Background: an optimization exercise with open tools, aiming at small area. Do not read the settings as production practice.
Power and IR drop assume default switching activity.

== run D ==
==> module Basys3_Abacus_Top, before the edit <==
module Basys3_Abacus_Top(
    input clk,
    input rst,
    input btnC,
    input btnR,
    input btnU,
    input [15:0] sw,
    output [6:0] seg,
    output dp,
    output [3:0] an,
    output [15:0] led
);
reg [4:0] c;
reg [6:0] u;
always @(posedge clk) begin
    if (rst) c <= 5'd0;
    else c <= c + 5'd1;
end
always @(posedge clk) begin
    if (rst) u <= 7'b0000001;
    else if (c[2:0] == 3'd7) u <= (u == 7'b1110000) ? 7'b0000001 : {u[5:0], u[6] ^ u[5]};
end
wire slow_tick = (c == 5'd16);    
wire deb_new   = (c == 5'd17);    
wire set_pulse = (c == 5'd18);    
wire sec_tick  = (u == 7'b1000100) && (c[2:0] == 3'd4);    
reg [1:0] qc, qr, qu;
reg qc3, qr3, qu3;
always @(posedge clk) begin
    if (rst) begin
        qc <= 2'd0; qr <= 2'd0; qu <= 2'd0;
    end else if (slow_tick) begin
        qc <= {qc[0], btnC};
        qr <= {qr[0], btnR};
        qu <= {qu[0], btnU};
    end
end
always @(posedge clk) begin
    if (slow_tick) begin
        qc3 <= qc[1]; qr3 <= qr[1]; qu3 <= qu[1];
    end
end
wire degC = qc[1] & ~qc3;
wire degR = qr[1] & ~qr3;
wire degU = qu[1] & ~qu3;
wire set_time_mode = sw[1] & ~sw[0];
reg sel;
always @(posedge clk) begin
    if (rst) sel <= 1'b0;
    else if (degR & deb_new) sel <= ~sel;
end
wire sel_prev = sel ^ degR;
wire set_minutes = set_pulse & degU & sel_prev;
wire set_hours   = set_pulse & degU & ~sel_prev;
reg [5:0] sec, mn;
reg [4:0] hr;
reg sec_roll, mn_roll, mn_prev, hr_prev;
always @(posedge clk) begin
    if (rst) begin
        sec <= 6'd0; sec_roll <= 1'b0;
    end else if (sec_tick) begin
        if (sec == 6'd59) begin sec <= 6'd0; sec_roll <= 1'b1; end
        else begin sec <= sec + 6'd1; sec_roll <= 1'b0; end
    end
end
wire mn_inc = set_time_mode ? set_minutes : sec_roll;
wire mn_tick = mn_inc & ~mn_prev;
always @(posedge clk) mn_prev <= mn_inc;
always @(posedge clk) begin
    if (rst) begin
        mn <= 6'd0; mn_roll <= 1'b0;
    end else begin
        if (mn_tick) begin
            if (mn == 6'd59) begin mn <= 6'd0; mn_roll <= 1'b1; end
            else begin mn <= mn + 6'd1; mn_roll <= 1'b0; end
        end
    end
end
wire hr_inc = set_time_mode ? set_hours : mn_roll;
wire hr_tick = hr_inc & ~hr_prev;
always @(posedge clk) hr_prev <= hr_inc;
always @(posedge clk) begin
    if (rst) begin
        hr <= 5'd0;
    end else begin
        if (hr_tick) hr <= (hr == 5'd23) ? 5'd0 : hr + 5'd1;
    end
end
assign led = {16{(mn == sw[9:4]) && ({1'b0, hr} == sw[15:10])}};
reg run;
always @(posedge clk) begin
    if (rst) run <= 1'b0;
    else if (degC & deb_new) run <= ~run;
end
wire sw_en = ~sw[1] & sw[0] & run;
reg [2:0] dcnt;
reg dtmp, dq;
always @(posedge clk) begin
    if (rst) begin
        dcnt <= 3'd0; dtmp <= 1'b0;
    end else begin
        if (sw_en) begin
            if (dcnt == 3'd4) begin dcnt <= 3'd0; dtmp <= ~dtmp; end
            else dcnt <= dcnt + 3'd1;
        end
    end
end
always @(posedge clk) dq <= dtmp;
wire ms_tick = dtmp & ~dq;
reg [6:0] ms, ss;
reg ms_roll, ss_prev;
always @(posedge clk) begin
    if (rst || degR) begin
        ms <= 7'd0; ms_roll <= 1'b0;
    end else if (ms_tick) begin
        if (ms == 7'd99) begin ms <= 7'd0; ms_roll <= 1'b1; end
        else begin ms <= ms + 7'd1; ms_roll <= 1'b0; end
    end
end
always @(posedge clk) begin
    ss_prev <= ms_roll;
end
wire ss_tick = ms_roll & ~ss_prev;
always @(posedge clk) begin
    if (rst || degR) ss <= 7'd0;
    else if (ss_tick) ss <= (ss == 7'd99) ? 7'd0 : ss + 7'd1;
end
wire [1:0] s = c[3:2];
reg [6:0] v;
always @(*) begin
    case (sw[1:0])
        2'b01: v = s[1] ? ss : ms;
        2'b11: v = 7'd0;
        default: v = btnC ? (s[1] ? 7'd0 : {1'b0, sec}) : (s[1] ? {2'b0, hr} : {1'b0, mn});
    endcase
end
wire [3:0] tens = v / 7'd10;
wire [3:0] ones = v % 7'd10;
reg [3:0] digit;
always @(posedge clk) begin
    if (rst) digit <= 4'd0;
    else digit <= s[0] ? tens : ones;
end
wire [6:0] a_to_g;
assign a_to_g[0] = (digit[0] & ~digit[1] & ~digit[2] & ~digit[3]) | (~digit[0] & ~digit[1] & digit[2]);
assign a_to_g[1] = (digit[0] & ~digit[1] & digit[2]) | (~digit[0] & digit[1] & digit[2]);
assign a_to_g[2] = (~digit[0] & digit[1] & ~digit[2]);
assign a_to_g[3] = (digit[0] & ~digit[1] & ~digit[2] & ~digit[3]) | (~digit[0] & ~digit[1] & digit[2]) | (digit[0] & digit[1] & digit[2]);
assign a_to_g[4] = (digit[0]) | (~digit[1] & digit[2]);
assign a_to_g[5] = (digit[0] & ~digit[2] & ~digit[3]) | (digit[1] & ~digit[2]) | (digit[0] & digit[1]);
assign a_to_g[6] = (~digit[1] & ~digit[2] & ~digit[3]) | (digit[0] & digit[1] & digit[2]);
assign seg = a_to_g;
assign dp = 1'b1;
assign an = ~(4'b0001 << s);
endmodule
clock: 10.0 ns
lec_check: 0
abc_area: 1
cap_margin: 20
core_margin: 2
core_utilization: 70
place_density: 0.8
slew_margin: 20
standard.sh (not shown) runs the stock make flow with config.mk's settings and CLKGATE_MAP_FILE= SYNTH_SCRIPT=/design/flow/synth_recipe.tcl, a recipe that flattens the netlist after the stock synthesis.
==> flow/flow/run.sh <==
#!/bin/bash
# Own layout flow: the standard synthesis, then the combinational logic re-mapped for
# area (registers untouched, equivalence proven by Yosys), then the standard layout.
set -euo pipefail
W=$PWD
R=$W/orfs/results/${FLOW_PLATFORM:-sky130hd}/Basys3_Abacus_Top/base
bash standard.sh synth > $W/standard_synth.log 2>&1
cp $R/1_2_yosys.v $W/std_netlist.v
if bash flow/reopt.sh $W/std_netlist.v $W/reopt_netlist.v $W/reopt > $W/reopt.log 2>&1 \
   && grep -q "Equivalence successfully proven" $W/reopt/equiv_yosys.log \
   && ! grep -q '\$' $W/reopt/reopt_stat.txt \
   && [[ ! -s $W/reopt/regs.diff ]]; then
  echo "using the re-mapped netlist" >> $W/reopt.log
  cp $W/reopt_netlist.v $R/1_2_yosys.v
  rm -f $R/1_synth.odb $R/1_synth.sdc
else
  echo "keeping the standard netlist" >> $W/reopt.log
fi
if [[ -f flow/cts_args ]]; then
  export CTS_ARGS="$(cat flow/cts_args)"
fi
if [[ -f flow/port_buffer ]]; then
  export BUFFER_PORTS_ARGS="-buffer_cell $(cat flow/port_buffer)"
fi
bash standard.sh finish > $W/standard_finish.log 2>&1
Other scripts of this flow, unchanged in this note and not shown: flow/flow/area.abc, flow/flow/cts_args, flow/flow/dont_use.txt, flow/flow/port_buffer, flow/flow/reopt.sh
Input changes introduced in run F (baseline for comparison: run D):
--- a/flow/design.v
+++ b/flow/design.v
@@ -19,11 +19,11 @@
 end
 always @(posedge clk) begin
-    if (rst) u <= 7'b0000001;
-    else if (c[2:0] == 3'd7) u <= (u == 7'b1110000) ? 7'b0000001 : {u[5:0], u[6] ^ u[5]};
+    if (rst) u <= 7'd0;
+    else if (c[2:0] == 3'd7) u <= (u == 7'd124) ? 7'd0 : u + 7'd1;
 end
 wire slow_tick = (c == 5'd16);    
 wire deb_new   = (c == 5'd17);    
 wire set_pulse = (c == 5'd18);    
-wire sec_tick  = (u == 7'b1000100) && (c[2:0] == 3'd4);    
+wire sec_tick  = (u == 7'd62) && (c[2:0] == 3'd4);
 reg [1:0] qc, qr, qu;
 reg qc3, qr3, qu3;
Notes after the runs:
- Run F closes out successfully: all stages finished, all timing, DRC and antenna checks passed.
- Summary of run F over run D: net switching power of the design now smaller; clock-buffer cell count roughly the same; final design area excluding fillers now sits higher.
- Start point of the critical path: sw[4] -> run D, sw[10] -> run F
- Between run D and run F, the horizontal extent of the die figures differ only marginally.
- Relative to run D, non-clock buffer count decreased by 1 in run F.
- Run F reports a higher final standard cell utilization of the core than run D does.
- | met1 capacity usage during global routing | higher: run D |
Function was not checked in any run of this note: the RTL went through the layout flow alone.

## separate check: timing with driven ports
The flow's constraints put no driver on any port. The routed layouts listed below were extracted and timed again, unchanged, in two steps. Step 1, drivers: a clkbuf_16 drives clk and a buf_2 each remaining input, both assumed. Step 2, shift: input delay + t, output delay - t, t = (earliest + latest rising clock arrival at the registers) / 2. This alone moves slack from input paths to output paths. Slacks: ideal / step 1 / step 2; pairs: ideal / step 1.
run | t (ns) | slack for setup (ns) | hold slack, ns | worst setup path after step 2 | worst slew at a driven data input, ns
run D | 0.422 | 4.301 / 4.275 / 4.275 | 0.376 / 0.376 / 0.376 | input to output | 0.04
run F | 0.403 | 4.393 / 4.373 / 4.373 | 0.387 / 0.387 / 0.387 | input to output | 0.03
After both steps setup and hold are still met in every run listed. The setup slack of run D, which loses most, moves by -0.026 ns with the drivers and by -0.026 ns with both steps.
